Background: an optimization exercise with open tools, aiming at small area. Do not read the settings as production practice.
The RTL was checked by simulation tests, not by an equivalence proof against the original design.
The flow treats the clock pin as an ideal source, which a real chip does not have.
Power and IR drop assume default switching activity.

==> design/flow/design.v <==
`timescale 1ns / 1ps
module lcd_display #(parameter cnt1ms = 2)(
    input clk,
    input reset,
    input set_time,
    input [11:0] set_year,
    input [4:0] set_month,
    input [7:0] set_day,
    input [4:0] set_hour,
    input [5:0] set_min,
    input [5:0] set_sec,
    output lcd_e,
    output lcd_rs,
    output lcd_rw,
    output reg [7:0] lcd_data
    );
    reg [2:0] ph;
    reg [4:0] cnt;
    reg       lmode;
    reg       odd;
    reg [4:0] q;
    reg [11:0] year;
    reg [3:0]  month;
    reg [4:0]  day;
    reg [4:0]  hour;
    reg [5:0]  min;
    reg [5:0]  sec;
    assign lcd_rw = 1'b0;
    assign lcd_e  = (ph == 3'd2) || (ph == 3'd3);
    assign lcd_rs = lmode && (cnt != 5'd0);
    wire tick = (q == 5'd25) && (ph[1:0] == 2'b01);
    always @(posedge clk) begin
        if (!reset) begin
            ph    <= 3'd5;
            cnt   <= 5'd0;
            lmode <= 1'b0;
            odd   <= 1'b0;
            q     <= 5'd0;
        end else begin
            ph <= ph + 3'd1;
            if (ph == 3'd6) begin
                if (!lmode) begin
                    if (cnt == 5'd30) begin
                        lmode <= 1'b1;
                        cnt   <= 5'd1;
                    end else
                        cnt <= cnt + 5'd1;
                end else begin
                    if (cnt == 5'd16) cnt <= 5'd0;
                    else              cnt <= cnt + 5'd1;
                end
            end
            if (ph == 3'd7 && lmode && cnt == 5'd0)
                odd <= ~odd;
            if (ph[1:0] == 2'b00)
                q <= (q == 5'd25) ? 5'd1 : q + 5'd1;
        end
    end
    function [4:0] dim;
        input [3:0] m;
        begin
            case (m)
                4'd4, 4'd6, 4'd9, 4'd11: dim = 30;
                4'd2:                    dim = 28;
                default:                 dim = 31;
            endcase
        end
    endfunction
    always @(posedge clk) begin
        if (!reset) begin
            year  <= 12'd2024;
            month <= 4'd1;
            day   <= 5'd1;
            hour  <= 5'd0;
            min   <= 6'd0;
            sec   <= 6'd0;
        end else if (set_time) begin
            year  <= set_year;
            month <= set_month[3:0];
            day   <= set_day[4:0];
            hour  <= set_hour;
            min   <= set_min;
            sec   <= set_sec;
        end else if (tick) begin
            if (sec == 6'd59) begin sec <= 6'd0;
                if (min == 6'd59) begin min <= 6'd0;
                    if (hour == 5'd23) begin hour <= 5'd0;
                        if (day == dim(month)) begin day <= 5'd1;
                            if (month == 4'd12) begin month <= 4'd1; year <= year + 12'd1; end
                            else month <= month + 4'd1;
                        end else day <= day + 5'd1;
                    end else hour <= hour + 5'd1;
                end else min <= min + 6'd1;
            end else sec <= sec + 6'd1;
        end
    end
    wire [5:0] yhi = year / 7'd100;
    wire [6:0] ylo = year % 7'd100;
    reg [6:0] v;
    reg       units;
    wire [3:0] vt = v / 4'd10;
    wire [3:0] vu = v % 4'd10;
    reg       isdig;
    reg [7:0] ch;
    always @* begin
        v = 7'd0; units = 1'b0; isdig = 1'b0; ch = 8'h20;
        if (!odd) begin
            case (cnt)
                5'd1:  begin v = yhi;   units = 0; isdig = 1; end
                5'd2:  begin v = yhi;   units = 1; isdig = 1; end
                5'd3:  begin v = ylo;   units = 0; isdig = 1; end
                5'd4:  begin v = ylo;   units = 1; isdig = 1; end
                5'd5:  ch = 8'h2F;
                5'd6:  begin v = month; units = 0; isdig = 1; end
                5'd7:  begin v = month; units = 1; isdig = 1; end
                5'd8:  ch = 8'h2F;
                5'd9:  begin v = day;   units = 0; isdig = 1; end
                5'd10: begin v = day;   units = 1; isdig = 1; end
                default: ch = 8'h20;
            endcase
        end else begin
            case (cnt)
                5'd1:  begin v = hour;  units = 0; isdig = 1; end
                5'd2:  begin v = hour;  units = 1; isdig = 1; end
                5'd3:  ch = 8'h3A;
                5'd4:  begin v = min;   units = 0; isdig = 1; end
                5'd5:  begin v = min;   units = 1; isdig = 1; end
                5'd6:  ch = 8'h3A;
                5'd7:  begin v = sec;   units = 0; isdig = 1; end
                5'd8:  begin v = sec;   units = 1; isdig = 1; end
                default: ch = 8'h20;
            endcase
        end
        if (isdig)
            ch = {4'h3, units ? vu : vt};
    end
    reg [7:0] nd;
    always @* begin
        if (lmode) begin
            if (cnt == 5'd0) nd = {1'b1, odd, 6'd0};
            else             nd = ch;
        end else begin
            case (cnt)
                5'd1:  nd = 8'h01;
                5'd27: nd = (ph == 3'd7) ? 8'h00 : 8'h38;
                5'd28: nd = 8'h06;
                5'd29: nd = 8'h0C;
                5'd30: nd = 8'h80;
                default: nd = 8'h00;
            endcase
        end
    end
    always @(posedge clk) begin
        if (!reset)
            lcd_data <= 8'h00;
        else if (ph[0])
            lcd_data <= nd;
    end
endmodule
==> design/flow/run.sh <==
#!/bin/bash
# synth_recipe.tcl (not shown) runs the flow's synth.tcl, then flattens the netlist and writes it again
# the make line also repeats each setting of config.mk as NAME=value (left out here)
make -C /OpenROAD-flow-scripts/flow DESIGN_CONFIG=/design/flow/config.mk WORK_HOME=/design/flow/orfs CLKGATE_MAP_FILE= SYNTH_SCRIPT=/design/flow/synth_recipe.tcl finish
==> design/flow/config.mk <==
export PLATFORM = sky130hd
export DESIGN_NAME = lcd_display
export DESIGN_NICKNAME = lcd_display
export VERILOG_FILES = /design/flow/design.v
export SDC_FILE = /design/flow/constraint.sdc
export NUM_CORES = 4
export LEC_CHECK = 0
export ABC_AREA = 1
export CAP_MARGIN = 20
export CORE_MARGIN = 2
export CORE_UTILIZATION = 40
export CTS_BUF_LIST = sky130_fd_sc_hd__clkbuf_4
export SLEW_MARGIN = 20
==> design/flow/constraint.sdc <==
create_clock -name core_clock -period 15.0 [get_ports {clk}]
set_input_delay 3.0000 -clock core_clock [delete_from_list [all_inputs] [get_ports {clk}]]
set_output_delay 3.0000 -clock core_clock [all_outputs]
set_load 0.01 [all_outputs]
==> results.toml, run 1 <==
[outcome]
status = "no timing/DRC/antenna violations"

[drt]
first_pass_iters = 5
routed_wl_um = 13900
vias_per_cell = 5.04
dr_total_vias = 5319
postRouteAntennaNets = 0
drt_first_iter_violations = 305
drc_errors = 0
wl_per_cell_um = 13.2

[worst_hold_path]
hp-start = "lcd_data[7]"
holdPathStages = 2
hold_class = "flop to flop"
hold_end = "lcd_data[7]"

[global_route]
grt_pass1_vias = 4867
grt_use_total_pct = 19.6
grt_pass1_wl_um = 23500
grt_overflow = 0
antenna_found_initial = 0
grt_max_degree = 46

[yosys]
ys.flop_type = "dfxtp_1"
yosysUniqueCellTypes = 51
ys_ff_latch = 61
syn_nets = 900
synth-xor-area-share_pct = 4.21
synth_enable_flop_cells = 0
synth_top_family_by_area = "simple AND/OR/NAND/NOR gates"
avgSynthCellArea_um2 = 6.51
synthMuxAreaShare_pct = 0
yosys.area_share.simple_pct = 38.1
synth_fa_ha_area_share_pct = 5.55
syn_inst = 831
syn_area_mm2 = 0.00541
async_flop_share_pct = 0
ys_seq_area_share_pct = 22.6
synth_compound_area_share_pct = 19.6
yosys_warnings = 1

[floorplan]
die_w_um = 120
rows = 42
die_y_um = 120
pin_count = 56
fp.dieArea_mm2 = 0.0145
core_mm2 = 0.0132
initial_core_util_pct = 40.8

[clocking]
cts_root_buf = "clkbuf_4"
cts_tree = "yes"
htree_levels = 3
numCtsBuffers = 9
post_cts_resized = 0
clock_sinks = 61
clk_pin_slew_ns = 0.11
cts.path.max_buffers = 2
clk_latency_ns = 0.41
ctsHoldBuffers = 0
cts_setup_buffers = 0

[setup_path]
critPathKind = "primary input to flop"
path_max_fanout = 45
r2r_end = "lcd_data[1]"
ff2ff_path_depth = 49
worstPathRequired_ns = 15.34
cp-start-kind = "primary input"
cp-end-kind = "flop"
rr_startpoint = "year[8]"
crit_arrival_ns = 7.95
r2r_slack_ns = 9.53

[finish]
stdcell_area_mm2 = 0.00620
nets = 944
ff_latch_area_mm2 = 0.00122
n_antenna_cell = 0
fillCellCount = 1418
multi_input_area_mm2 = 0.00365
drive_above_1_share_pct = 11.6
area_growth_syn_to_layout_pct = 14.6

[power]
p_total_mw = 0.434
leakage_nw = 2.73
power_density_mw_per_mm2 = 70.0
peakVddDrop_mv = 0.0330

[timing]
finalCritPeriodShare_pct = 50.8
max_freq_mhz = 131
period_minus_slack_ns = 7.62
setup_tns_ns = 0
rsz0062_at_grt = "no"
finalMaxSlewViolations = 0
hold_violations = 0
setup_viol_count_final = 0
tightest_slew_ns = 0.827
final.setup_skew_ns = 0.0162
max-slew-margin-rel_pct = 44.8

[flow_run]
maxCapViolCount = 0

[placement]
numPortBuffers = 50
gp_congestion = 0.865
hpwl_um = 10500
placed_area_mm2 = 0.00607
==> through the flow <==
stage / std cells / setup slack [ns] / hold WS, ns / util (%)
after floorplan: 831 / 9.01 / 0.466 / -
after global placement: 1040 / 6.99 / 0.465 / 45.8
after detailed placement: 1040 / 7.01 / 0.473 / 45.8
after CTS: 1056 / 7.45 / 0.491 / 46.8
after global routing: 1056 / 6.71 / 0.504 / 46.8
final: 1056 / 7.38 / 0.491 / 46.8
==> critical path, cell delays in order <==
cell and delay (ns):
clkdlybuf4s50_1 0.45, buf_4 0.41, clkinv_1 0.62, nand2_1 0.44, inv_1 0.11, nor2_1 0.42, inv_1 0.17, nor2_1 0.20
clkinv_1 0.26, nor2_1 0.28, inv_1 0.19, nor2_1 0.20, inv_1 0.15, nor2_1 0.13, buf_4 0.22, clkinv_1 0.26
a21oi_1 0.19, o21ai_0 0.09, a21oi_1 0.13
==> final cells by class <==
class / instances / share of cell area [%]
Inverter: 119 / 7.25
Clock inverter: 6 / 0.868
Multi-Input combinational cell: 631 / 59.0
Sequential cell: 61 / 19.7
Tap cell: 176 / 3.55
Timing Repair Buffer: 53 / 8.44
Clock buffer: 10 / 1.21
==> worst max path at each step <==
stage	from	slack (ns)	to
final	set_time	7.38	year[11]
after global routing	set_time	6.71	year[9]
after CTS	set_time	7.45	year[11]
after detailed placement	set_time	7.01	year[11]
after global placement	set_time	6.99	year[9]
after floorplan	set_time	9.01	year[11]
==> state kept, by name, summed over array words and instances (netlist names) <==
signal	cells
year	12
hour	5
lmode	1
odd	1
day	5
lcd_data	8
cnt	5
min	6
q	5
sec	6
month	4
ph	3
==> cells by family (layout without fill, tap and decap cells) <==
group | after synthesis | after routing
buffers and inverters | 139 | 188
XOR/XNOR | 26 | 26
flip-flops | 61 | 61
other | 1 | 1
AO/OA/AOI/OAI | 166 | 166
AND/OR/NAND/NOR | 414 | 414
adder cells (fa/ha/maj) | 24 | 24
==> power by group <==
| part | leakage (nW) | internal (mW) | total (mW) | switching (mW) |
|---|---|---|---|---|
| registers | 0.498 | 0.169 | 0.176 | 0.00732 |
| logic | 2.17 | 0.0533 | 0.141 | 0.0880 |
| clock network | 0.0689 | 0.0509 | 0.117 | 0.0658 |
==> layout by cell type (no fill, tap or decap), drive strengths merged, types with 9 or more instances in the layout <==
master	count
a211oi	11
a21oi	52
a221oi	14
clkbuf	10
clkdlybuf4s50	50
clkinv	9
dfxtp	61
ha	24
inv	114
nand2	218
nand3	65
nand4	21
nor2	87
nor3	12
o211ai	10
o21ai	46
xor2	22
==> synth_stat cells (2+ instances only) <==
cell type | n | share of area [%]
nor2_4 | 2 | 0.42
o221ai_1 | 3 | 0.49
nand2_1 | 177 | 12
clkinv_2 | 2 | 0.19
nand2_2 | 28 | 3.2
a31oi_1 | 8 | 0.93
clkinv_1 | 3 | 0.21
a21boi_0 | 2 | 0.28
nor2_1 | 81 | 5.6
nand4_2 | 2 | 0.46
nor2_2 | 3 | 0.35
nand4_1 | 19 | 2.2
nor3b_1 | 3 | 0.42
inv_2 | 10 | 0.69
a221oi_1 | 14 | 2.3
nand3_4 | 5 | 1.6
nor3_1 | 12 | 1.1
nor4_1 | 4 | 0.46
ha_1 | 24 | 5.6
a21oi_4 | 2 | 0.60
nand3_1 | 52 | 4.8
o21ai_0 | 43 | 4.0
xor2_1 | 22 | 3.6
clkbuf_1 | 17 | 1.2
a211oi_1 | 11 | 1.5
inv_1 | 104 | 7.2
or2_2 | 3 | 0.35
o2111ai_1 | 3 | 0.49
o211ai_1 | 8 | 1.1
a21oi_2 | 4 | 0.65
o22ai_1 | 4 | 0.46
xnor2_1 | 4 | 0.65
a21oi_1 | 46 | 4.3
nand3_2 | 8 | 1.5
a21o_1 | 2 | 0.28
o31ai_1 | 4 | 0.56
buf_4 | 2 | 0.28
a22oi_1 | 2 | 0.28
o211ai_2 | 2 | 0.46
nand2_4 | 13 | 2.7
dfxtp_1 | 61 | 23
o21ai_1 | 3 | 0.28
==> layer usage <==
layer	vias up	global-route usage (%)	part of all wire (%)
met1	2341	29.6	52
met4	0	3.49	0.71
met2	111	29.9	43
met3	8	2.74	4.0
li1	2859	-	-
met5	-	0	0
==> inputs of run 2 (changes only) <==
--- a/design/flow/config.mk
+++ b/design/flow/config.mk
@@ -9,5 +9,4 @@
 export CAP_MARGIN = 20
 export CORE_MARGIN = 2
 export CORE_UTILIZATION = 40
-export CTS_BUF_LIST = sky130_fd_sc_hd__clkbuf_4
 export SLEW_MARGIN = 20
==> run 2 against run 1 <==
  * Still clean
  * Die area unchanged
  * Design area is 3.0% higher
  * Flip-flop and latch count unchanged
  * Hold slack worse by 0.0064 ns
  * Utilization increased by 1.4 points
  * Sequential share of layout area decreased by 0.57 points
  * Fmax decreased by 0.85%
  * Clock skew is 0.011 ns lower
  * Area after synthesis unchanged
  * Critical path type unchanged
==> results.toml, run 2 <==
[clocking]
post_cts_resized = 0
htree_levels = 3
cts_root_buf = "clkbuf_16"
clk_pin_slew_ns = 0.06
cts_setup_buffers = 0
numCtsBuffers = 9
clk_latency_ns = 0.33
cts.path.max_buffers = 2
ctsHoldBuffers = 0
cts_tree = "yes"
clock_sinks = 61

[setup_path]
crit_chain = "clkdlybuf4s50_1 -> buf_4 -> clkinv_1 -> nand2_1 -> inv_1 -> nor2_1 -> inv_1 -> nor2_1 -> clkinv_1 -> nor2_1 -> inv_1 -> nor2_1 -> inv_1 -> nor2_1 -> buf_4 -> clkinv_1 -> a21oi_1 -> o21ai_0 -> a21oi_1"
crit_top_cell = "nor2_1"
critical_path.top_delay_family = "buffers and inverters"
path_buf_inv = 10
cpMaxStageDelayCell = "clkinv_1"
max_stage_delay_ns = 0.62
cp-end-kind = "flop"
path_max_fanout = 45
crit_arrival_ns = 7.94
worstPathRequired_ns = 15.26
critPathKind = "primary input to flop"
cp-start-kind = "primary input"
r2r_slack_ns = 9.53

[timing]
final.setup_skew_ns = 0.00557
setup_viol_count_final = 0
period_minus_slack_ns = 7.68
tightest_slew_ns = 0.800
max-slew-margin-rel_pct = 46.6
hold_violations = 0
finalCritPeriodShare_pct = 51.2
rsz0062_at_grt = "no"
setup_ws_ns = 7.32
holdWs_ns = 0.484
setup_tns_ns = 0
finalMaxSlewViolations = 0
max_freq_mhz = 130

[global_route]
grt_max_degree = 46
grt_use_total_pct = 19.8
grt_pass1_vias = 4902
grt_overflow = 0
grt_pass1_wl_um = 23600
antenna_found_initial = 0

[finish]
ff_latch_area_mm2 = 0.00122
drive_above_1_share_pct = 11.8
layout_commonest_cell = "nand2_1"
fin_util_pct = 48.2
top_register = "year"
final_cell_mix = "nand2_1, inv_1, nor2_1"
fillCellCount = 1387
nets = 944
largest_reg_flops = 12
area_growth_syn_to_layout_pct = 18.0
n_antenna_cell = 0
reg_top3 = "year: 12 flops, lcd_data: 8 flops"
multi_input_area_mm2 = 0.00365
stdcell_count = 1056

[floorplan]
die_w_um = 120
die_y_um = 120
initial_core_util_pct = 40.8
pin_count = 56
rows = 42
core_mm2 = 0.0132
fp.dieArea_mm2 = 0.0145

[yosys]
synthTopCellsByCount = "nand2_1, inv_1, nor2_1"
yosysTopAreaCellShare_pct = 22.6
ys.flop_type = "dfxtp_1"
ys_ff_latch = 61
syn_nets = 900
syn_inst = 831
syn_area_mm2 = 0.00541
yosys_warnings = 1
synth_top_cell_by_area = "dfxtp_1"
synthTopCellsByArea = "dfxtp_1, nand2_1, inv_1"
avgSynthCellArea_um2 = 6.51
ys_seq_area_share_pct = 22.6
async_flop_share_pct = 0
yosysUniqueCellTypes = 51
yosysMostFrequentCell = "nand2_1"
synth_enable_flop_cells = 0

[outcome]
status = "no timing/DRC/antenna violations"

[power]
p_clk_share_pct = 40.8
leakage_nw = 2.82
power_density_mw_per_mm2 = 84.1
power_frac_seq_pct = 32.8
pwr-share-comb_pct = 26.3
internal-power_mw = 0.364
p_switching_mw = 0.172
switching_share_pct = 32.1
peakVddDrop_mv = 0.0518

[drt]
routed_wl_um = 14000
vias_per_cell = 5.06
postRouteAntennaNets = 0
drc_errors = 0
wl_per_cell_um = 13.2
dr_total_vias = 5341
first_pass_iters = 5
drt_first_iter_violations = 317

[placement]
hpwl_um = 10500
numPortBuffers = 50
pre_cts_ws_ns = 7.01
gp_congestion = 0.865
placed_cells = 1040

[flow_run]
maxCapViolCount = 0

[worst_hold_path]
hold_class = "flop to flop"
## run 2: cell counts after synthesis
No cell type changed its count.
## run 2: final cells by class
cell class	count	area share, %
clock buffers	13	4.24
clock inverters	3	0.667
inverters	119	7.04
multi-input cells	631	57.3
flip-flops and latches	61	19.1
well taps	176	3.45
repair buffers	53	8.20
## run 2: kinds of logic (layout without fill, tap and decap cells)
kind of cell / after synthesis / after routing / share of synthesized area (%)
other cells: 1 / 1 / 0.0693
simple gates: 414 / 414 / 38.1
fa+ha+maj: 24 / 24 / 5.55
compound gates: 166 / 166 / 19.6
buf+inv: 139 / 188 / 9.85
flops: 61 / 61 / 22.6
xor+xnor: 26 / 26 / 4.21
## run 2: worst paths after layout
check / startpoint / end / cells past startpoint
setup / recovery: set_time / year[11] / 19
hold / removal: lcd_data[7] / lcd_data[7] / 2
setup reg to reg: year[8] / lcd_data[1] / 50
hold reg to reg: lcd_data[7] / lcd_data[7] / 2
## run 2: power groups by stage
stage	Combinational, mW	Sequential, mW	Clock, mW
floorplan	0.106	0.178	0
global placement	0.141	0.180	0
detailed placement	0.141	0.180	0
CTS	0.142	0.176	0.224
global route	0.161	0.177	0.234
finish	0.141	0.176	0.219
## run 2: per-layer routing
layer	wire length, um	GRT usage (%)	share of wire, %	vias up
met5	0	0	0	-
met4	108	3.71	0.77	0
met3	543	3.02	3.9	11
met2	5910	30.1	42	115
met1	7390	29.7	53	2353
li1	-	-	-	2862
## run 2: through the flow
stage          power [mW]  cell area [um2]
5_1_grt             0.572             6380
4_1_cts             0.542             6380
3_3_place_gp        0.320             6070
6_report            0.536             6380
3_5_place_dp        0.321             6070
2_1_floorplan       0.284             5410
## run 2: worst min-delay path: stages (launching register included)
cell and delay, ns:
dfxtp_1 0.32, nand2_1 0.06, a21oi_1 0.06
==> inputs of run 3 (changes only) <==
--- a/design/flow/config.mk
+++ b/design/flow/config.mk
@@ -9,4 +9,5 @@
 export CAP_MARGIN = 20
 export CORE_MARGIN = 2
 export CORE_UTILIZATION = 40
+export CTS_BUF_LIST = sky130_fd_sc_hd__clkbuf_8
 export SLEW_MARGIN = 20
==> run 3 against run 2 <==
  * Critical path depth is the same
  * Flip-flop and latch count is the same
  * Setup slack lost 0.0071 ns
  * Total power shrank 11%
  * Via count shrank 0.84%
  * Hold slack is essentially flat
  * Critical path type unchanged
==> results.toml, run 3 <==
[power]
leakage_nw = 2.77
p_switching_mw = 0.167
switching_share_pct = 34.8
p_clk_share_pct = 33.6
power_density_mw_per_mm2 = 76.1
power_frac_seq_pct = 36.8
internal-power_mw = 0.311
pwr-share-comb_pct = 29.6
peakVddDrop_mv = 0.0429

[yosys]
synthTopCellsByCount = "nand2_1, inv_1, nor2_1"
synthTopCellsByArea = "dfxtp_1, nand2_1, inv_1"
syn_nets = 900
async_flop_share_pct = 0
syn_inst = 831
yosys_warnings = 1
ys.flop_type = "dfxtp_1"
synth_top_cell_by_area = "dfxtp_1"
yosysMostFrequentCell = "nand2_1"
syn_area_mm2 = 0.00541
yosysUniqueCellTypes = 51
synth_enable_flop_cells = 0
ys_seq_area_share_pct = 22.6
ys_ff_latch = 61
avgSynthCellArea_um2 = 6.51
yosysTopAreaCellShare_pct = 22.6

[clocking]
cts.path.max_buffers = 2
clock_sinks = 61
numCtsBuffers = 9
clk_pin_slew_ns = 0.07
cts_setup_buffers = 0
post_cts_resized = 0
htree_levels = 3
cts_tree = "yes"
ctsHoldBuffers = 0
clk_latency_ns = 0.35
cts_root_buf = "clkbuf_8"

[finish]
layout_commonest_cell = "nand2_1"
drive_above_1_share_pct = 11.8
n_antenna_cell = 0
largest_reg_flops = 12
multi_input_area_mm2 = 0.00365
ff_latch_area_mm2 = 0.00122
reg_top3 = "year: 12 flops, lcd_data: 8 flops"
area_growth_syn_to_layout_pct = 16.1
stdcell_count = 1056
final_cell_mix = "nand2_1, inv_1, nor2_1"
stdcell_area_mm2 = 0.00628
fin_util_pct = 47.4
top_register = "year"
fillCellCount = 1401
nets = 944

[drt]
vias_per_cell = 5.02
drc_errors = 0
dr_total_vias = 5296
drt_first_iter_violations = 329
first_pass_iters = 5
postRouteAntennaNets = 0
wl_per_cell_um = 13.2
routed_wl_um = 13900

[worst_hold_path]
holdPathStages = 2
hold_class = "flop to flop"
hold_end = "lcd_data[7]"
hp-start = "lcd_data[7]"

[global_route]
met3_usage_pct = 2.74
grt_pass1_vias = 4883
antenna_found_initial = 0
grt-busiest-layer = "met2"
grt_overflow = 0
grt_use_met1_pct = 29.4
met2_usage_pct = 30.2
grt_use_total_pct = 19.7
grt_max_degree = 46
grt_pass1_wl_um = 23500

[floorplan]
core_mm2 = 0.0132
fp.dieArea_mm2 = 0.0145
die_w_um = 120
initial_core_util_pct = 40.8
die_y_um = 120
pin_count = 56
rows = 42

[setup_path]
crit_arrival_ns = 7.97
crit_chain = "clkdlybuf4s50_1 -> buf_4 -> clkinv_1 -> nand2_1 -> inv_1 -> nor2_1 -> inv_1 -> nor2_1 -> clkinv_1 -> nor2_1 -> inv_1 -> nor2_1 -> inv_1 -> nor2_1 -> buf_4 -> clkinv_1 -> a21oi_1 -> o21ai_0 -> a21oi_1"
max_stage_delay_ns = 0.63
worstPathRequired_ns = 15.28
critPathKind = "primary input to flop"
cpMaxStageDelayCell = "clkinv_1"
path_max_fanout = 45
rr_startpoint = "year[8]"
ff2ff_path_depth = 50
r2r_end = "lcd_data[1]"
cp-start-kind = "primary input"
crit_top_cell = "nor2_1"
r2r_slack_ns = 9.53
cp-end-kind = "flop"
path_buf_inv = 10
critical_path.top_delay_family = "buffers and inverters"

[timing]
rsz0062_at_grt = "no"
period_minus_slack_ns = 7.69
hold_violations = 0
finalMaxSlewViolations = 0
max_freq_mhz = 130
max-slew-margin-rel_pct = 46.0
final.setup_skew_ns = 0.00870
setup_tns_ns = 0
tightest_slew_ns = 0.809
setup_viol_count_final = 0
finalCritPeriodShare_pct = 51.3

[placement]
placed_cells = 1040
numPortBuffers = 50
hpwl_um = 10500
gp_congestion = 0.865
placed_area_mm2 = 0.00607

[flow_run]
maxCapViolCount = 0

[outcome]
status = "no timing/DRC/antenna violations"
==> run 3: cell types whose count changed in the layout (fill, tap and decap cells not counted) <==
| cell | previous run | this run |
|---|---|---|
| clkbuf_1 | 1 | 0 |
| clkbuf_16 | 9 | 0 |
| clkbuf_8 | 3 | 12 |
| inv_1 | 104 | 105 |
==> run 3: worst max-delay path by stage <==
stage / start / end / slack (ns) / depth (start not counted)
finish: set_time / year[11] / 7.31 / 19
global route: set_time / year[9] / 6.63 / 17
CTS: set_time / year[11] / 7.38 / 19
detailed placement: set_time / year[11] / 7.01 / 19
global placement: set_time / year[9] / 6.99 / 17
floorplan: set_time / year[11] / 9.01 / 17
==> run 3: kinds of logic after synthesis <==
logic type | share of synthesized area, %
buf+inv | 9.85
flops | 22.6
other cells | 0.0693
fa+ha+maj | 5.55
simple gates | 38.1
xor+xnor | 4.21
compound gates | 19.6
==> run 3: area by class of cell <==
type,count,area share [%]
Inverter,119,7.15
Sequential cell,61,19.4
Clock inverter,4,0.737
Multi-Input combinational cell,631,58.2
Timing Repair Buffer,53,8.33
Tap cell,176,3.51
Clock buffer,12,2.63
==> run 3: tightest hold or removal path, stage by stage, from the launching register on <==
cell     delay [ns]
dfxtp_1        0.32
nand2_1        0.06
a21oi_1        0.06
==> run 3: layer usage <==
layer	up-vias	part of all wire, %	wire, um
met1	2336	53	7420
met3	8	3.0	423
met4	0	0.73	102
met2	96	43	5980
met5	-	0	0
li1	2856	-	-
==> run 3: stage by stage <==
step / hold WS [ns] / setup slack, ns / power, mW
2_1_floorplan: 0.466 / 9.01 / 0.284
3_3_place_gp: 0.465 / 6.99 / 0.320
3_5_place_dp: 0.473 / 7.01 / 0.321
4_1_cts: 0.485 / 7.38 / 0.484
5_1_grt: 0.498 / 6.63 / 0.512
6_report: 0.484 / 7.31 / 0.478
==> run 3: power by group through the flow <==
| stage | registers (mW) | clock network (mW) | logic, mW |
|---|---|---|---|
| after floorplan | 0.178 | 0 | 0.106 |
| after detailed placement | 0.180 | 0 | 0.141 |
| final | 0.176 | 0.161 | 0.141 |
| after global placement | 0.180 | 0 | 0.141 |
| after global routing | 0.177 | 0.174 | 0.161 |
| after CTS | 0.176 | 0.166 | 0.142 |
==> inputs of run 4 (changes only) <==
==> design/flow/flow/run.sh (new file) <==
#!/bin/bash
# Own flow: the standard layout, with two changes.
#  1. Synthesis: the standard flow's synthesis script, but ABC maps the combinational
#     logic with a stronger area script (flow/area.abc) and Yosys's
#     full/half-adder extraction is skipped so ABC sees all the logic.
#     Registers are untouched (ABC runs without -dff), so their names,
#     count and cell types are those of the standard synthesis.
#  2. Port buffers are sky130_fd_sc_hd__buf_1 instead of the default choice.
set -euo pipefail
W=$(pwd)
F=$W/flow
cat > $W/own_synth.tcl <<EOT
proc abc {args} {
  set i [lsearch -exact \$args -script]
  if {\$i >= 0} { lset args [expr {\$i+1}] $F/area.abc }
  yosys abc {*}\$args
}
proc extract_fa {args} { }
source $W/synth_recipe.tcl
EOT
sed "s|SYNTH_SCRIPT=[^ ]*synth_recipe.tcl|SYNTH_SCRIPT=$W/own_synth.tcl|" $W/standard.sh > $W/own.sh
grep -q own_synth.tcl $W/own.sh
export BUFFER_PORTS_ARGS="-buffer_cell sky130_fd_sc_hd__buf_1"
bash $W/own.sh > $W/flow_make.log 2>&1
==> design/flow/flow/area.abc (new file) <==
strash
&get -n
&deepsyn -T 60
&put
dch -f
&get -n
&nf -R 1000
&put
topo
stime -c
==> design/flow/standard.sh (new file) <==
#!/bin/bash
# synth_recipe.tcl (not shown) runs the flow's synth.tcl, then flattens the netlist and writes it again
# the make line also repeats each setting of config.mk as NAME=value (left out here)
make -C /OpenROAD-flow-scripts/flow DESIGN_CONFIG=/design/flow/config.mk WORK_HOME=/design/flow/orfs CLKGATE_MAP_FILE= SYNTH_SCRIPT=/design/flow/synth_recipe.tcl "${@:-finish}"
--- a/design/flow/config.mk
+++ b/design/flow/config.mk
@@ -9,5 +9,5 @@
 export CAP_MARGIN = 20
 export CORE_MARGIN = 2
 export CORE_UTILIZATION = 40
-export CTS_BUF_LIST = sky130_fd_sc_hd__clkbuf_8
+export CTS_BUF_LIST = sky130_fd_sc_hd__clkbuf_2 sky130_fd_sc_hd__clkbuf_4
 export SLEW_MARGIN = 20
removed: design/flow/run.sh
==> run 4 against run 3 <==
  * Still clean on timing, DRC and antenna
  * Flip-flop and latch count stayed put
  * Non-clock buffer count unchanged
  * Sequential power up 3%
  * Via count shrank 30%
  * Total power shrank 18%
  * Cell count fell by 37%
  * Hold slack worse by 0.0046 ns
  * Critical path depth increased by 18
  * Utilization decreased by 0.87 points
  * Critical endpoint is now lcd_data[2]
  * Highest routed layer unchanged
==> results.toml, run 4 <==
[finish]
layout_commonest_cell = "nand2_1"
fin_util_pct = 46.6
n_antenna_cell = 0
reg_top3 = "year: 12 flops, lcd_data: 8 flops"
largest_reg_flops = 12
top_register = "year"
nets = 597
drive_above_1_share_pct = 3.23
area_growth_syn_to_layout_pct = 13.3
final_cell_mix = "nand2_1, nor2_1, dfxtp_1"

[global_route]
antenna_found_initial = 0
grt_pass1_wl_um = 15600
grt_overflow = 0
grt_max_degree = 23
grt_pass1_vias = 3430
grt_use_total_pct = 19.5

[clocking]
htree_levels = 3
clk_pin_slew_ns = 0.12
cts_root_buf = "clkbuf_4"
clk_latency_ns = 0.42
numCtsBuffers = 9
cts.path.max_buffers = 2
clock_sinks = 61
ctsHoldBuffers = 0
cts_setup_buffers = 0
post_cts_resized = 0
cts_tree = "yes"

[floorplan]
pin_count = 56
fp.dieArea_mm2 = 0.00968
rows = 34
die_y_um = 98.4
die_w_um = 98.4
initial_core_util_pct = 41.1
core_mm2 = 0.00868

[yosys]
synthMuxAreaShare_pct = 0
ys.flop_type = "dfxtp_1"
yosysMostFrequentCell = "nand2_1"
synth_top_family_by_area = "simple AND/OR/NAND/NOR gates"
syn_area_mm2 = 0.00356
yosysTopAreaCellShare_pct = 34.3
synth_top_cell_by_area = "dfxtp_1"
synth_fa_ha_area_share_pct = 0
async_flop_share_pct = 0
yosysUniqueCellTypes = 51
synth_compound_area_share_pct = 26.5
synth-xor-area-share_pct = 5.65
synthTopCellsByArea = "dfxtp_1, nand2_1, nor2_1"
yosys_warnings = 1
avgSynthCellArea_um2 = 7.29
syn_nets = 534
syn_inst = 489
synthTopCellsByCount = "nand2_1, nor2_1, dfxtp_1"
yosys.area_share.simple_pct = 32.0
synth_enable_flop_cells = 0
ys_seq_area_share_pct = 34.3
ys_ff_latch = 61

[timing]
max_freq_mhz = 119
period_minus_slack_ns = 8.41
tightest_slew_ns = 0.959
finalCritPeriodShare_pct = 56.1
max-slew-margin-rel_pct = 34.4
setup_viol_count_final = 0
finalMaxSlewViolations = 0
setup_tns_ns = 0
rsz0062_at_grt = "no"
final.setup_skew_ns = 0.0226
hold_violations = 0

[worst_hold_path]
hold_class = "flop to flop"

[drt]
wl_per_cell_um = 13.6
first_pass_iters = 4
drt_first_iter_violations = 175
routed_wl_um = 9030
postRouteAntennaNets = 0
dr_total_vias = 3709
drc_errors = 0
vias_per_cell = 5.58

[setup_path]
path_max_fanout = 8
crit_top_cell = "nor2_1"
cp-end-kind = "flop"
critPathKind = "flop to flop"
worstPathRequired_ns = 15.30
max_stage_delay_ns = 0.64
crit_arrival_ns = 8.71
cpMaxStageDelayCell = "a2111oi_0"
cp-start-kind = "flop"

[power]
power_density_mw_per_mm2 = 97.2
peakVddDrop_mv = 0.0410
leakage_nw = 1.44
p_total_mw = 0.393

[flow_run]
maxCapViolCount = 0

[placement]
numPortBuffers = 50
hpwl_um = 6890
gp_congestion = 0.839

[outcome]
status = "no timing/DRC/antenna violations"
[run 4: cell count changes in the layout (fill, tap and decap cells not counted), moves of 11 or more]
| cell | previous run | this run |
|---|---|---|
| nor2_1 | 81 | 67 |
| buf_1 | 0 | 50 |
| clkdlybuf4s50_1 | 50 | 0 |
| nand4_1 | 19 | 3 |
| clkbuf_8 | 12 | 0 |
| nand2_4 | 13 | 0 |
| and2_0 | 0 | 11 |
| nand3_1 | 52 | 12 |
| nand2_1 | 177 | 83 |
| nand2_2 | 28 | 0 |
| and3_1 | 0 | 18 |
| ha_1 | 24 | 0 |
| inv_1 | 105 | 0 |
[run 4: power by group]
part	switching [mW]	internal [mW]	total, mW
sequential	0.0110	0.170	0.181
combinational	0.0560	0.0369	0.0929
clock	0.0666	0.0524	0.119
total	0.134	0.259	0.393
[run 4: layout make-up]
class                      count  area, um2
clock buffer                  10       75.1
multi-input combinational    415       2290
tap                          108        135
inverter                      12       45.0
sequential                    61       1220
fill                         935       4640
timing repair buffer          53        210
clock inverter                 6       62.6
[run 4: worst paths after layout]
path | depth (start not counted) | start | slack [ns] | endpoint
worst max-delay path | 37 | year[6] | 6.59 | lcd_data[2]
worst min-delay path | 2 | lcd_data[2] | 0.48 | lcd_data[2]
worst max register to register | 37 | year[6] | 6.59 | lcd_data[2]
worst min register to register | 2 | lcd_data[2] | 0.48 | lcd_data[2]
[run 4: through the flow]
stage,hold WS [ns],cells,setup slack [ns],area (um2)
3_5_place_dp,0.456,649,6.64,3900
4_1_cts,0.484,665,6.60,4040
3_3_place_gp,0.440,649,6.70,3900
6_report,0.480,665,6.59,4040
2_1_floorplan,0.474,489,7.86,3560
5_1_grt,0.519,665,5.79,4040
[run 4: worst max-delay path: cells and delay by family (launching register included)]
family	cells	cell delay, ns
XOR/XNOR	3	0.47
buffers and inverters	2	0.14
flip-flops	1	0.40
AO/OA/AOI/OAI	9	2.43
AND/OR/NAND/NOR	23	4.84
[run 4: kinds of logic after synthesis]
| group | Yosys count |
|---|---|
| flops | 61 |
| xor+xnor | 23 |
| buf+inv | 13 |
| compound gates | 146 |
| simple gates | 245 |
| other cells | 1 |
[run 4: metal layers]
| layer | vias to the layer above | track usage [%] | part of all wire [%] |
|---|---|---|---|
| li1 | 1912 | - | - |
| met1 | 1677 | 26.7 | 48 |
| met2 | 108 | 30.6 | 44 |
| met3 | 12 | 3.44 | 5.8 |
| met4 | 0 | 7.38 | 1.7 |
| met5 | - | 0 | 0 |
==> inputs of run 5 (changes only) <==
--- a/design/flow/config.mk
+++ b/design/flow/config.mk
@@ -9,5 +9,5 @@
 export CAP_MARGIN = 20
 export CORE_MARGIN = 2
 export CORE_UTILIZATION = 40
-export CTS_BUF_LIST = sky130_fd_sc_hd__clkbuf_2 sky130_fd_sc_hd__clkbuf_4
+export CTS_BUF_LIST = sky130_fd_sc_hd__clkbuf_4
 export SLEW_MARGIN = 20
==> run 5 against run 4 <==
  * Flip-flop and latch count unchanged
  * Design area unchanged
  * Via count unchanged
  * Utilization unchanged
  * Clock skew unchanged
  * Combinational power about the same
  * Critical path type unchanged
==> results.toml, run 5 <==
[placement]
gp_congestion = 0.839
numPortBuffers = 50
hpwl_um = 6890

[yosys]
syn_area_mm2 = 0.00356
yosys_warnings = 1
avgSynthCellArea_um2 = 7.29
async_flop_share_pct = 0
syn_inst = 489
synth_top_cell_by_area = "dfxtp_1"
yosysTopAreaCellShare_pct = 34.3
ys_ff_latch = 61
ys_seq_area_share_pct = 34.3
synth_enable_flop_cells = 0
yosysMostFrequentCell = "nand2_1"
syn_nets = 534
ys.flop_type = "dfxtp_1"
synthTopCellsByCount = "nand2_1, nor2_1, dfxtp_1"
synthTopCellsByArea = "dfxtp_1, nand2_1, nor2_1"
yosysUniqueCellTypes = 51

[worst_hold_path]
hold_class = "flop to flop"
hp-start = "lcd_data[2]"

[timing]
finalMaxSlewViolations = 0
rsz0062_at_grt = "no"
setup_tns_ns = 0
final.setup_skew_ns = 0.0226
finalCritPeriodShare_pct = 56.1
tightest_slew_ns = 0.959
setup_viol_count_final = 0
max_freq_mhz = 119
period_minus_slack_ns = 8.41
max-slew-margin-rel_pct = 34.4
hold_violations = 0

[setup_path]
crit_path_start = "year[6]"
rr_startpoint = "year[6]"
critPathKind = "flop to flop"
crit_top_cell = "nor2_1"
crit_arrival_ns = 8.71
path_max_fanout = 8
cpMaxStageDelayCell = "a2111oi_0"
path_buf_inv = 2
max_stage_delay_ns = 0.64
critical_path.top_delay_family = "simple AND/OR/NAND/NOR gates"
worstPathRequired_ns = 15.30
cp-end-kind = "flop"
cp-start-kind = "flop"
r2r_slack_ns = 6.59

[clocking]
clk_latency_ns = 0.42
ctsHoldBuffers = 0
numCtsBuffers = 9
clock_sinks = 61
cts_tree = "yes"
clk_pin_slew_ns = 0.12
cts_setup_buffers = 0
htree_levels = 3
cts.path.max_buffers = 2
cts_root_buf = "clkbuf_4"
post_cts_resized = 0

[global_route]
grt_overflow = 0
grt_max_degree = 23
grt_pass1_vias = 3430
grt_use_total_pct = 19.5
antenna_found_initial = 0
grt_pass1_wl_um = 15600

[drt]
vias_per_cell = 5.58
drt_first_iter_violations = 175
wl_per_cell_um = 13.6
drc_errors = 0
postRouteAntennaNets = 0
routed_wl_um = 9030
first_pass_iters = 4
dr_total_vias = 3709

[floorplan]
initial_core_util_pct = 41.1
core_mm2 = 0.00868
die_w_um = 98.4
pin_count = 56
die_y_um = 98.4
rows = 34
fp.dieArea_mm2 = 0.00968

[power]
peakVddDrop_mv = 0.0410
leakage_nw = 1.44
power_density_mw_per_mm2 = 97.2

[finish]
top_register = "year"
nets = 597
largest_reg_flops = 12
fin_util_pct = 46.6
final_cell_mix = "nand2_1, nor2_1, dfxtp_1"
n_antenna_cell = 0
fillCellCount = 935
drive_above_1_share_pct = 3.23
reg_top3 = "year: 12 flops, lcd_data: 8 flops"
layout_commonest_cell = "nand2_1"
area_growth_syn_to_layout_pct = 13.3

[flow_run]
maxCapViolCount = 0

[outcome]
status = "no timing/DRC/antenna violations"
-- run 5: cell counts after synthesis --
No cell type changed its count.
-- run 5: worst paths after layout --
check,to,depth (start not counted)
min,lcd_data[2],2
max,lcd_data[2],37
min reg2reg,lcd_data[2],2
max reg2reg,lcd_data[2],37
-- run 5: power breakdown --
group          switching (mW)  internal [mW]  leakage [nW]  total (mW)
registers              0.0110          0.170         0.501       0.181
clock network          0.0666         0.0524        0.0704       0.119
logic                  0.0560         0.0369         0.867      0.0929
total                   0.134          0.259          1.44       0.393
-- run 5: worst min-delay path, delay by kind of cell (launching register included) --
kind / cells / cell delay, ns
AND/OR/NAND/NOR: 2 / 0.11
flip-flops: 1 / 0.33
-- run 5: cell families (layout without fill, tap and decap cells) --
family                 Yosys count  after routing  share of synthesized area, %
AO/OA/AOI/OAI                  146            146                          26.5
XOR/XNOR                        23             23                          5.65
other                            1              1                         0.105
flip-flops                      61             61                          34.3
buffers and inverters           13             81                          1.47
AND/OR/NAND/NOR                245            245                          32.0
-- run 5: layout make-up --
type / instances / area (um2) / share of cell area, %
multi-input combinational: 415 / 2290 / 56.7
sequential: 61 / 1220 / 30.2
timing repair buffer: 53 / 210 / 5.20
tap: 108 / 135 / 3.34
clock buffer: 10 / 75.1 / 1.86
clock inverter: 6 / 62.6 / 1.55
inverter: 12 / 45.0 / 1.11
-- run 5: per-stage QoR --
stage	hold WS (ns)	power (mW)	std cells	cell area [um2]	setup slack (ns)
finish	0.480	0.393	665	4040	6.59
CTS	0.484	0.397	665	4040	6.60
global placement	0.440	0.275	649	3900	6.70
detailed placement	0.456	0.277	649	3900	6.64
floorplan	0.474	0.254	489	3560	7.86
global route	0.519	0.419	665	4040	5.79
-- run 5: routing by layer --
metal  up-vias  share of wire, %  global-route usage, %  routed length [um]
met5         -                 0                      0                   0
met4         0               1.7                   7.38                 151
met3        12               5.8                   3.44                 527
met2       108                44                   30.6                3970
met1      1677                48                   26.7                4370
li1       1912                 -                      -                   -
==> inputs of run 6 (changes only) <==
--- a/design/flow/config.mk
+++ b/design/flow/config.mk
@@ -9,5 +9,5 @@
 export CAP_MARGIN = 20
 export CORE_MARGIN = 2
 export CORE_UTILIZATION = 40
-export CTS_BUF_LIST = sky130_fd_sc_hd__clkbuf_4
+export CTS_BUF_LIST = sky130_fd_sc_hd__clkbuf_8
 export SLEW_MARGIN = 20
==> run 6 against run 5 <==
  * Still clean
  * Clock skew down 0.012 ns
  * Sequential power about the same
  * Setup slack worse by 0.013 ns
  * Largest cell class unchanged
  * Largest power group unchanged
  * Highest routed layer unchanged
==> results.toml, run 6 <==
[setup_path]
critPathKind = "flop to flop"
crit_arrival_ns = 8.64
cp-start-kind = "flop"
rr_startpoint = "year[6]"
critical_path.top_delay_family = "simple AND/OR/NAND/NOR gates"
worstPathRequired_ns = 15.22
max_stage_delay_ns = 0.64
cpMaxStageDelayCell = "a2111oi_0"
path_max_fanout = 8
r2r_slack_ns = 6.58
path_buf_inv = 2
crit_top_cell = "nor2_1"
cp-end-kind = "flop"
crit_path_start = "year[6]"

[floorplan]
die_y_um = 98.4
core_mm2 = 0.00868
initial_core_util_pct = 41.1
die_w_um = 98.4
rows = 34
fp.dieArea_mm2 = 0.00968
pin_count = 56

[timing]
period_minus_slack_ns = 8.42
final.setup_skew_ns = 0.0106
finalCritPeriodShare_pct = 56.1
holdWs_ns = 0.474
hold_violations = 0
max-slew-margin-rel_pct = 34.6
finalMaxSlewViolations = 0
setup_tns_ns = 0
rsz0062_at_grt = "no"
tightest_slew_ns = 0.957
setup_viol_count_final = 0
max_freq_mhz = 119

[finish]
stdcell_count = 665
final_cell_mix = "nand2_1, nor2_1, dfxtp_1"
fin_util_pct = 47.3
layout_commonest_cell = "nand2_1"
n_antenna_cell = 0
reg_top3 = "year: 12 flops, lcd_data: 8 flops"
drive_above_1_share_pct = 3.23
top_register = "year"
largest_reg_flops = 12
area_growth_syn_to_layout_pct = 15.1
nets = 597

[global_route]
antenna_found_initial = 0
grt_overflow = 0
grt_use_total_pct = 19.5
grt_max_degree = 23
grt_pass1_wl_um = 15700
grt_pass1_vias = 3450

[yosys]
synth_enable_flop_cells = 0
syn_inst = 489
synthTopCellsByCount = "nand2_1, nor2_1, dfxtp_1"
syn_nets = 534
yosys_warnings = 1
ys.flop_type = "dfxtp_1"
ys_seq_area_share_pct = 34.3
yosysUniqueCellTypes = 51
ys_ff_latch = 61
synth_top_cell_by_area = "dfxtp_1"
yosysMostFrequentCell = "nand2_1"
synthTopCellsByArea = "dfxtp_1, nand2_1, nor2_1"
yosysTopAreaCellShare_pct = 34.3
syn_area_mm2 = 0.00356
avgSynthCellArea_um2 = 7.29
async_flop_share_pct = 0

[placement]
gp_congestion = 0.839
placed_cells = 649
hpwl_um = 6890
numPortBuffers = 50

[clocking]
cts_setup_buffers = 0
htree_levels = 3
ctsHoldBuffers = 0
cts.path.max_buffers = 2
numCtsBuffers = 9
post_cts_resized = 0
clk_pin_slew_ns = 0.08
cts_root_buf = "clkbuf_8"
cts_tree = "yes"
clk_latency_ns = 0.35
clock_sinks = 61

[flow_run]
maxCapViolCount = 0

[drt]
routed_wl_um = 9100
postRouteAntennaNets = 0
dr_total_vias = 3693
wl_per_cell_um = 13.7
first_pass_iters = 4
drc_errors = 0
drt_first_iter_violations = 188
vias_per_cell = 5.55

[power]
peakVddDrop_mv = 0.0406
power_density_mw_per_mm2 = 104
leakage_nw = 1.47
p_total_mw = 0.426

[outcome]
status = "no timing/DRC/antenna violations"

[worst_hold_path]
hold_class = "flop to flop"
hp-start = "lcd_data[2]"
## run 6: cell counts after synthesis
No cell type changed its count.
## run 6: worst register-to-register path, delay by kind of cell, from the launching register on
family	cells	cell delay (ns)
AND/OR/NAND/NOR	23	4.85
AO/OA/AOI/OAI	9	2.43
XOR/XNOR	3	0.48
flip-flops	1	0.40
buffers and inverters	2	0.14
## run 6: power by group
part | internal [mW] | switching, mW | total (mW) | leakage [nW]
clock | 0.0810 | 0.0713 | 0.152 | 0.100
sequential | 0.170 | 0.0111 | 0.181 | 0.501
combinational | 0.0369 | 0.0561 | 0.0929 | 0.867
total | 0.288 | 0.138 | 0.426 | 1.47
## run 6: metrics by stage
stage	area, um2	setup slack, ns
after global placement	3900	6.70
after detailed placement	3900	6.64
after CTS	4100	6.60
after floorplan	3560	7.86
after global routing	4100	5.80
final	4100	6.58
## run 6: logic make-up (layout without fill, tap and decap cells)
kind of cell    Yosys count  count (layout)  synth area share (%)
simple gates            245             245                  32.0
compound gates          146             146                  26.5
flops                    61              61                  34.3
xor+xnor                 23              23                  5.65
buf+inv                  13              81                  1.47
other cells               1               1                 0.105
## run 6: worst paths after layout
check                           cells after the start           to
worst max-delay path                               37  lcd_data[2]
worst min-delay path                                2  lcd_data[2]
worst max register to register                     37  lcd_data[2]
worst min register to register                      2  lcd_data[2]
## run 6: final cells by class
cell class / instances / area, um2
fill: 923 / 4580
multi-input combinational: 415 / 2290
sequential: 61 / 1220
timing repair buffer: 53 / 210
clock buffer: 10 / 138
tap: 108 / 135
clock inverter: 6 / 62.6
inverter: 12 / 45.0
## run 6: metal layers
metal,share of wire (%),GRT usage [%]
met1,50,26.4
met2,44,31.0
met3,4.2,4.29
met4,1.7,6.43
met5,0,0
==> inputs of run 7 (changes only) <==
--- a/design/flow/flow/run.sh
+++ b/design/flow/flow/run.sh
@@ -6,6 +6,7 @@
 #     Registers are untouched (ABC runs without -dff), so their names,
 #     count and cell types are those of the standard synthesis.
 #  2. Port buffers are sky130_fd_sc_hd__buf_1 instead of the default choice.
+#  3. If flow/cts_args exists, it replaces the clock_tree_synthesis arguments.
 set -euo pipefail
 W=$(pwd)
 F=$W/flow
@@ -21,4 +22,5 @@
 sed "s|SYNTH_SCRIPT=[^ ]*synth_recipe.tcl|SYNTH_SCRIPT=$W/own_synth.tcl|" $W/standard.sh > $W/own.sh
 grep -q own_synth.tcl $W/own.sh
 export BUFFER_PORTS_ARGS="-buffer_cell sky130_fd_sc_hd__buf_1"
+if [[ -f $F/cts_args ]]; then export CTS_ARGS="$(cat $F/cts_args)"; fi
 bash $W/own.sh > $W/flow_make.log 2>&1
==> design/flow/flow/cts_args (new file) <==
-sink_clustering_enable -repair_clock_nets -buf_list sky130_fd_sc_hd__clkbuf_8 -sink_clustering_size 16 -sink_clustering_max_diameter 200 -dont_use_dummy_load
==> run 7 against run 6 <==
  * Still clean
  * Fmax increased by 0.33%
  * Utilization decreased by 0.88 points
  * Clock power decreased by 27%
  * Clock-buffer cell count decreased by 1
  * Register-to-register slack improved by 0.03 ns
  * Via count decreased by 0.79%
  * Routed wire length decreased by 0.73%
  * Clock skew increased by 0.016 ns
  * Area after synthesis unchanged
==> results.toml, run 7 <==
[outcome]
status = "no timing/DRC/antenna violations"

[worst_hold_path]
hold_class = "flop to flop"
hold_end = "lcd_data[6]"
holdPathStages = 2
hp-start = "lcd_data[6]"

[yosys]
syn_nets = 534
syn_area_mm2 = 0.00356
yosysTopAreaCellShare_pct = 34.3
yosys_warnings = 1
ys_ff_latch = 61
synth_enable_flop_cells = 0
avgSynthCellArea_um2 = 7.29
ys_seq_area_share_pct = 34.3
synthTopCellsByCount = "nand2_1, nor2_1, dfxtp_1"
yosysUniqueCellTypes = 51
async_flop_share_pct = 0
yosysMostFrequentCell = "nand2_1"
synthTopCellsByArea = "dfxtp_1, nand2_1, nor2_1"
syn_inst = 489
ys.flop_type = "dfxtp_1"
synth_top_cell_by_area = "dfxtp_1"

[timing]
max-slew-margin-rel_pct = 35.8
rsz0062_at_grt = "no"
max_freq_mhz = 119
final.setup_skew_ns = 0.0270
setup_tns_ns = 0
setup_ws_ns = 6.61
period_minus_slack_ns = 8.39
finalCritPeriodShare_pct = 56.0
setup_viol_count_final = 0
tightest_slew_ns = 0.938
finalMaxSlewViolations = 0
hold_violations = 0

[setup_path]
ff2ff_path_depth = 37
r2r_end = "lcd_data[2]"
r2r_slack_ns = 6.61
crit_arrival_ns = 8.59
cp-end-kind = "flop"
worstPathRequired_ns = 15.20
path_max_fanout = 8
cp-start-kind = "flop"
crit_top_cell = "nor2_1"
cpMaxStageDelayCell = "a2111oi_0"
rr_startpoint = "year[6]"
critPathKind = "flop to flop"
max_stage_delay_ns = 0.63

[flow_run]
maxCapViolCount = 0

[global_route]
grt_pass1_wl_um = 15500
grt_pass1_vias = 3420
met2_usage_pct = 31.0
grt_overflow = 0
grt_use_total_pct = 19.4
antenna_found_initial = 0
met3_usage_pct = 4.51
grt_use_met1_pct = 26.3
grt_max_degree = 23
grt-busiest-layer = "met2"

[finish]
top_register = "year"
nets = 597
fin_util_pct = 46.4
drive_above_1_share_pct = 2.18
layout_commonest_cell = "nand2_1"
n_antenna_cell = 0
reg_top3 = "year: 12 flops, lcd_data: 8 flops"
stdcell_area_mm2 = 0.00403
largest_reg_flops = 12
area_growth_syn_to_layout_pct = 13.0
final_cell_mix = "nand2_1, nor2_1, dfxtp_1"
fillCellCount = 935

[clocking]
ctsHoldBuffers = 0
cts_setup_buffers = 0
clk_pin_slew_ns = 0.06
post_cts_resized = 0
clock_sinks = 61
cts_tree = "yes"
numCtsBuffers = 9
clk_latency_ns = 0.34

[placement]
placed_area_mm2 = 0.00390
hpwl_um = 6890
pre_cts_ws_ns = 6.64
numPortBuffers = 50
gp_congestion = 0.839

[drt]
postRouteAntennaNets = 0
vias_per_cell = 5.57
first_pass_iters = 4
drc_errors = 0
routed_wl_um = 9030
wl_per_cell_um = 13.7
drt_first_iter_violations = 195
dr_total_vias = 3664

[power]
power_density_mw_per_mm2 = 95.6
peakVddDrop_mv = 0.0348
leakage_nw = 1.43
p_total_mw = 0.385

[floorplan]
pin_count = 56
initial_core_util_pct = 41.1
fp.dieArea_mm2 = 0.00968
die_w_um = 98.4
core_mm2 = 0.00868
die_y_um = 98.4
rows = 34
## run 7: final cells by class
type | count | area (um2) | share of cell area, %
Sequential cell | 61 | 1220 | 30.3
Timing Repair Buffer | 53 | 210 | 5.22
Clock buffer | 9 | 124 | 3.08
Inverter | 12 | 45.0 | 1.12
Tap cell | 108 | 135 | 3.36
Multi-Input combinational cell | 415 | 2290 | 56.9
## run 7: cells by family (layout without fill, tap and decap cells)
group	after synthesis	after routing	synth area share [%]
flops	61	61	34.3
compound gates	146	146	26.5
buf+inv	13	74	1.47
xor+xnor	23	23	5.65
simple gates	245	245	32.0
other cells	1	1	0.105
## run 7: layer usage
layer	part of all wire (%)	up-vias
met5	0	-
met1	50	1658
met2	44	90
met4	1.5	0
met3	4.7	12
li1	-	1904
## run 7: report_power, final
group	internal, mW	total, mW	switching (mW)
Sequential	0.170	0.181	0.0111
Combinational	0.0369	0.0930	0.0561
Clock	0.0533	0.111	0.0575
Total	0.260	0.385	0.125
## run 7: how the worst max path moves through the flow
stage	startpoint	slack, ns	end
final	year[6]	6.61	lcd_data[2]
after global routing	year[6]	5.79	lcd_data[2]
after CTS	year[6]	6.59	lcd_data[2]
after detailed placement	year[6]	6.64	lcd_data[2]
after global placement	year[6]	6.70	lcd_data[2]
after floorplan	year[6]	7.86	lcd_data[2]
## run 7: per-stage QoR
| stage | cells | hold slack, ns |
|---|---|---|
| after floorplan | 489 | 0.474 |
| after global placement | 649 | 0.440 |
| after detailed placement | 649 | 0.456 |
| after CTS | 658 | 0.473 |
| after global routing | 658 | 0.510 |
| final | 658 | 0.468 |
## run 7: critical path: cells and delay by family (launching register included)
kind                      cells  cell delay (ns)
DFF                           1             0.39
xor gates and xnor gates      3             0.47
and+or+nand+nor              23             4.84
buffers and inverters         2             0.14
AOI/OAI and AO/OA             9             2.39
==> inputs of run 8 (changes only) <==
==> design/flow/flow/cts_args (replaced) <==
-sink_clustering_enable -repair_clock_nets -buf_list sky130_fd_sc_hd__clkbuf_8 -root_buf sky130_fd_sc_hd__clkbuf_4 -sink_clustering_size 16 -sink_clustering_max_diameter 200 -dont_use_dummy_load
==> run 8 against run 7 <==
  * Hold slack gained 0.0066 ns
  * Still clean on timing, DRC and antenna
  * Area after synthesis did not move
  * Critical path type unchanged
  * Highest routed layer unchanged
  * Sequential power barely moved
==> results.toml, run 8 <==
[outcome]
status = "no timing/DRC/antenna violations"

[global_route]
grt_max_degree = 23
grt_overflow = 0
grt_use_total_pct = 19.3
grt_pass1_wl_um = 15500
grt_pass1_vias = 3409
antenna_found_initial = 0

[yosys]
synth_fa_ha_area_share_pct = 0
avgSynthCellArea_um2 = 7.29
synth_enable_flop_cells = 0
async_flop_share_pct = 0
syn_nets = 534
synth_top_cell_by_area = "dfxtp_1"
ys_ff_latch = 61
synth_compound_area_share_pct = 26.5
yosysMostFrequentCell = "nand2_1"
yosysTopAreaCellShare_pct = 34.3
synthTopCellsByArea = "dfxtp_1, nand2_1, nor2_1"
synthMuxAreaShare_pct = 0
yosys.area_share.simple_pct = 32.0
synthTopCellsByCount = "nand2_1, nor2_1, dfxtp_1"
ys.flop_type = "dfxtp_1"
synth-xor-area-share_pct = 5.65
syn_area_mm2 = 0.00356
syn_inst = 489
yosysUniqueCellTypes = 51
yosys_warnings = 1
synth_top_family_by_area = "simple AND/OR/NAND/NOR gates"
ys_seq_area_share_pct = 34.3

[timing]
setup_tns_ns = 0
setup_ws_ns = 6.53
hold_violations = 0
max-slew-margin-rel_pct = 34.5
setup_viol_count_final = 0
period_minus_slack_ns = 8.47
tightest_slew_ns = 0.958
holdWs_ns = 0.475
rsz0062_at_grt = "no"
finalCritPeriodShare_pct = 56.5
final.setup_skew_ns = 0.0451
finalMaxSlewViolations = 0
max_freq_mhz = 118

[finish]
area_growth_syn_to_layout_pct = 11.4
final_cell_mix = "nand2_1, nor2_1, dfxtp_1"
reg_top3 = "year: 12 flops, lcd_data: 8 flops"
fillCellCount = 939
drive_above_1_share_pct = 2.18
n_antenna_cell = 0
nets = 597
top_register = "year"
fin_util_pct = 45.7
stdcell_area_mm2 = 0.00397
layout_commonest_cell = "nand2_1"
largest_reg_flops = 12

[drt]
postRouteAntennaNets = 0
wl_per_cell_um = 13.7
drt_first_iter_violations = 174
dr_total_vias = 3700
vias_per_cell = 5.62
routed_wl_um = 9000
drc_errors = 0
first_pass_iters = 4

[clocking]
post_cts_resized = 0
cts_tree = "yes"
ctsHoldBuffers = 0
clk_latency_ns = 0.41
numCtsBuffers = 9
clock_sinks = 61
clk_pin_slew_ns = 0.09
cts_setup_buffers = 0

[floorplan]
die_w_um = 98.4
fp.dieArea_mm2 = 0.00968
rows = 34
core_mm2 = 0.00868
pin_count = 56
die_y_um = 98.4
initial_core_util_pct = 41.1

[placement]
gp_congestion = 0.839
pre_cts_ws_ns = 6.64
placed_area_mm2 = 0.00390
hpwl_um = 6890
numPortBuffers = 50

[power]
power_density_mw_per_mm2 = 89.5
peakVddDrop_mv = 0.0346
leakage_nw = 1.41

[setup_path]
critPathKind = "flop to flop"
cp-start-kind = "flop"
path_max_fanout = 8
max_stage_delay_ns = 0.67
cpMaxStageDelayCell = "a2111oi_0"
worstPathRequired_ns = 15.25
crit_top_cell = "nor2_1"
crit_arrival_ns = 8.72
cp-end-kind = "flop"
r2r_slack_ns = 6.53

[worst_hold_path]
hold_class = "flop to flop"

[flow_run]
maxCapViolCount = 0
==> run 8: changes by cell type in the layout (fill, tap and decap cells not counted) <==
cell	before	now
clkbuf_8	9	0
clkbuf_4	0	9
==> run 8: layout make-up <==
cell class,count,area (um2),area share [%]
well taps,108,135,3.40
flip-flops and latches,61,1220,30.8
inverters,12,45.0,1.13
multi-input cells,415,2290,57.7
clock buffers,9,67.6,1.70
repair buffers,53,210,5.29
==> run 8: path summary, 6_finish.rpt <==
| check | from | end | depth (start not counted) |
|---|---|---|---|
| max | year[6] | lcd_data[2] | 37 |
| min | lcd_data[6] | lcd_data[6] | 2 |
| max reg2reg | year[6] | lcd_data[2] | 37 |
| min reg2reg | lcd_data[6] | lcd_data[6] | 2 |
==> run 8: layer usage <==
layer	vias to the layer above	GRT usage (%)	wire length (um)
met5	-	0	0
met4	0	6.74	156
met2	95	30.4	3990
met1	1680	26.5	4470
li1	1909	-	-
met3	16	3.44	382
==> run 8: cell families after synthesis <==
family          count (synthesis)
other cells                     1
buf+inv                        13
flops                          61
xor+xnor                       23
simple gates                  245
compound gates                146
==> run 8: through the flow <==
step,power [mW],instances
floorplan,0.254,489
global placement,0.275,649
detailed placement,0.277,649
CTS,0.359,658
global route,0.381,658
finish,0.355,658
==> run 8: worst max-delay path, delay by kind of cell (launching register included) <==
kind | cells | cell delay (ns)
and+or+nand+nor | 23 | 4.85
xor gates and xnor gates | 3 | 0.47
AOI/OAI and AO/OA | 9 | 2.47
DFF | 1 | 0.40
buffers and inverters | 2 | 0.14
==> run 8: where the power goes <==
group	switching (mW)	internal, mW	total, mW
Sequential	0.0111	0.170	0.181
Clock	0.0535	0.0279	0.0814
Combinational	0.0561	0.0369	0.0930
==> inputs of run 9 (changes only) <==
==> design/flow/flow/cts_args (replaced) <==
-sink_clustering_enable -repair_clock_nets -buf_list sky130_fd_sc_hd__clkbuf_8 -root_buf sky130_fd_sc_hd__clkbuf_4 -sink_clustering_size 32 -sink_clustering_max_diameter 200 -dont_use_dummy_load
==> run 9 against run 8 <==
  * Global-route usage stayed put
  * Cell count stayed put
  * Register-to-register slack hardly changed
==> results.toml, run 9 <==
[timing]
rsz0062_at_grt = "no"
hold_violations = 0
holdWs_ns = 0.475
finalMaxSlewViolations = 0
setup_viol_count_final = 0
tightest_slew_ns = 0.958
finalCritPeriodShare_pct = 56.5
max_freq_mhz = 118
max-slew-margin-rel_pct = 34.5
final.setup_skew_ns = 0.0451
setup_ws_ns = 6.53
setup_tns_ns = 0
period_minus_slack_ns = 8.47

[drt]
first_pass_iters = 4
drc_errors = 0
drt_first_iter_violations = 174
postRouteAntennaNets = 0
wl_per_cell_um = 13.7
dr_total_vias = 3700
routed_wl_um = 9000
vias_per_cell = 5.62

[yosys]
ys_seq_area_share_pct = 34.3
syn_inst = 489
synth_enable_flop_cells = 0
synthTopCellsByCount = "nand2_1, nor2_1, dfxtp_1"
synthTopCellsByArea = "dfxtp_1, nand2_1, nor2_1"
syn_area_mm2 = 0.00356
async_flop_share_pct = 0
yosysMostFrequentCell = "nand2_1"
syn_nets = 534
yosys_warnings = 1
ys.flop_type = "dfxtp_1"
yosysTopAreaCellShare_pct = 34.3
ys_ff_latch = 61
synth_top_cell_by_area = "dfxtp_1"
avgSynthCellArea_um2 = 7.29
yosysUniqueCellTypes = 51

[floorplan]
fp.dieArea_mm2 = 0.00968
die_y_um = 98.4
rows = 34
pin_count = 56
initial_core_util_pct = 41.1
die_w_um = 98.4
core_mm2 = 0.00868

[global_route]
antenna_found_initial = 0
grt_pass1_wl_um = 15500
grt_use_total_pct = 19.3
grt_pass1_vias = 3409
grt_overflow = 0
grt_max_degree = 23

[finish]
layout_commonest_cell = "nand2_1"
fillCellCount = 939
reg_top3 = "year: 12 flops, lcd_data: 8 flops"
nets = 597
largest_reg_flops = 12
top_register = "year"
drive_above_1_share_pct = 2.18
final_cell_mix = "nand2_1, nor2_1, dfxtp_1"
area_growth_syn_to_layout_pct = 11.4
n_antenna_cell = 0

[clocking]
clk_latency_ns = 0.41
cts_tree = "yes"
clock_sinks = 61
clk_pin_slew_ns = 0.09
cts_setup_buffers = 0
ctsHoldBuffers = 0
post_cts_resized = 0
numCtsBuffers = 9

[setup_path]
path_max_fanout = 8
max_stage_delay_ns = 0.67
crit_path_start = "year[6]"
rr_startpoint = "year[6]"
crit_top_cell = "nor2_1"
critPathKind = "flop to flop"
cp-end-kind = "flop"
crit_arrival_ns = 8.72
cp-start-kind = "flop"
worstPathRequired_ns = 15.25
cpMaxStageDelayCell = "a2111oi_0"

[power]
power_density_mw_per_mm2 = 89.5
peakVddDrop_mv = 0.0346
leakage_nw = 1.41

[placement]
hpwl_um = 6890
gp_congestion = 0.839
pre_cts_ws_ns = 6.64
numPortBuffers = 50

[outcome]
status = "no timing/DRC/antenna violations"

[worst_hold_path]
hold_class = "flop to flop"
hp-start = "lcd_data[6]"

[flow_run]
maxCapViolCount = 0
==> run 9: kinds of logic (layout without fill, tap and decap cells) <==
group	count (synthesis)	count (layout)	synth area share, %
buffers and inverters	13	74	1.47
AND/OR/NAND/NOR	245	245	32.0
AO/OA/AOI/OAI	146	146	26.5
XOR/XNOR	23	23	5.65
other	1	1	0.105
flip-flops	61	61	34.3
==> run 9: path summary, 6_finish.rpt <==
path,end,slack [ns],cells after the start
min,lcd_data[6],0.47,2
max,lcd_data[2],6.53,37
min reg2reg,lcd_data[6],0.47,2
max reg2reg,lcd_data[2],6.53,37
==> run 9: layout make-up <==
type / count / area, um2 / area share, %
multi-input cells: 415 / 2290 / 57.7
flip-flops and latches: 61 / 1220 / 30.8
repair buffers: 53 / 210 / 5.29
well taps: 108 / 135 / 3.40
clock buffers: 9 / 67.6 / 1.70
inverters: 12 / 45.0 / 1.13
==> run 9: per-stage QoR <==
stage               instances  power [mW]  instance area [um2]  utilization, %
floorplan                 489       0.254                 3560               -
global placement          649       0.275                 3900            45.0
detailed placement        649       0.277                 3900            45.0
CTS                       658       0.359                 3970            45.7
global route              658       0.381                 3970            45.7
finish                    658       0.355                 3970            45.7
==> run 9: power breakdown <==
group | internal, mW | switching, mW | total (mW)
registers | 0.170 | 0.0111 | 0.181
clock network | 0.0279 | 0.0535 | 0.0814
logic | 0.0369 | 0.0561 | 0.0930
total | 0.235 | 0.121 | 0.355
==> run 9: worst max-delay path, delay by kind of cell (launching register included) <==
kind	cells	cell delay [ns]
buf+inv	2	0.14
flops	1	0.40
compound gates	9	2.47
xor+xnor	3	0.47
simple gates	23	4.85
==> run 9: layer usage <==
metal	vias to the layer above	part of all wire, %	global-route usage, %	routed length [um]
li1	1909	-	-	-
met4	0	1.7	6.74	156
met2	95	44	30.4	3990
met3	16	4.2	3.44	382
met1	1680	50	26.5	4470
met5	-	0	0	0

-- re-timing with driven ports --
The flow's constraints put no driver on any port. The routed layouts listed below were extracted and timed again, unchanged, in two steps. Step 1: set_driving_cell puts a clkbuf_16 on clk and a buf_2 on each other input, an assumption about the parent block. Step 2 adds t to the input delays and takes it off the output delays; t is the mean of the earliest and latest rising clock arrival at the registers after step 1. Input paths then give back, and output paths get back, about the clock's delay inside the block. a / b / c = ideal / step 1 / step 2; a / b = the first two.
run	shift t [ns]	slack for setup (ns)	clock arrival spread, ns
run 1	0.430	7.384 / 7.393 / 6.963	0.016 / 0.016
run 2	0.362	7.319 / 7.334 / 6.972	0.006 / 0.006
run 3	0.377	7.312 / 7.323 / 6.947	0.008 / 0.009
run 4	0.437	6.591 / 6.591 / 6.591	0.023 / 0.022
run 5	0.437	6.591 / 6.591 / 6.591	0.023 / 0.022
run 6	0.372	6.579 / 6.579 / 6.579	0.010 / 0.011
run 7	0.359	6.606 / 6.606 / 6.606	0.027 / 0.027
run 8	0.412	6.529 / 6.529 / 6.529	0.045 / 0.046
run 9	0.412	6.529 / 6.529 / 6.529	0.045 / 0.046
After both steps every run listed still meets setup and hold. For run 1, which loses most, drivers alone change the setup slack by +0.009 ns; drivers and shift together by -0.421 ns.
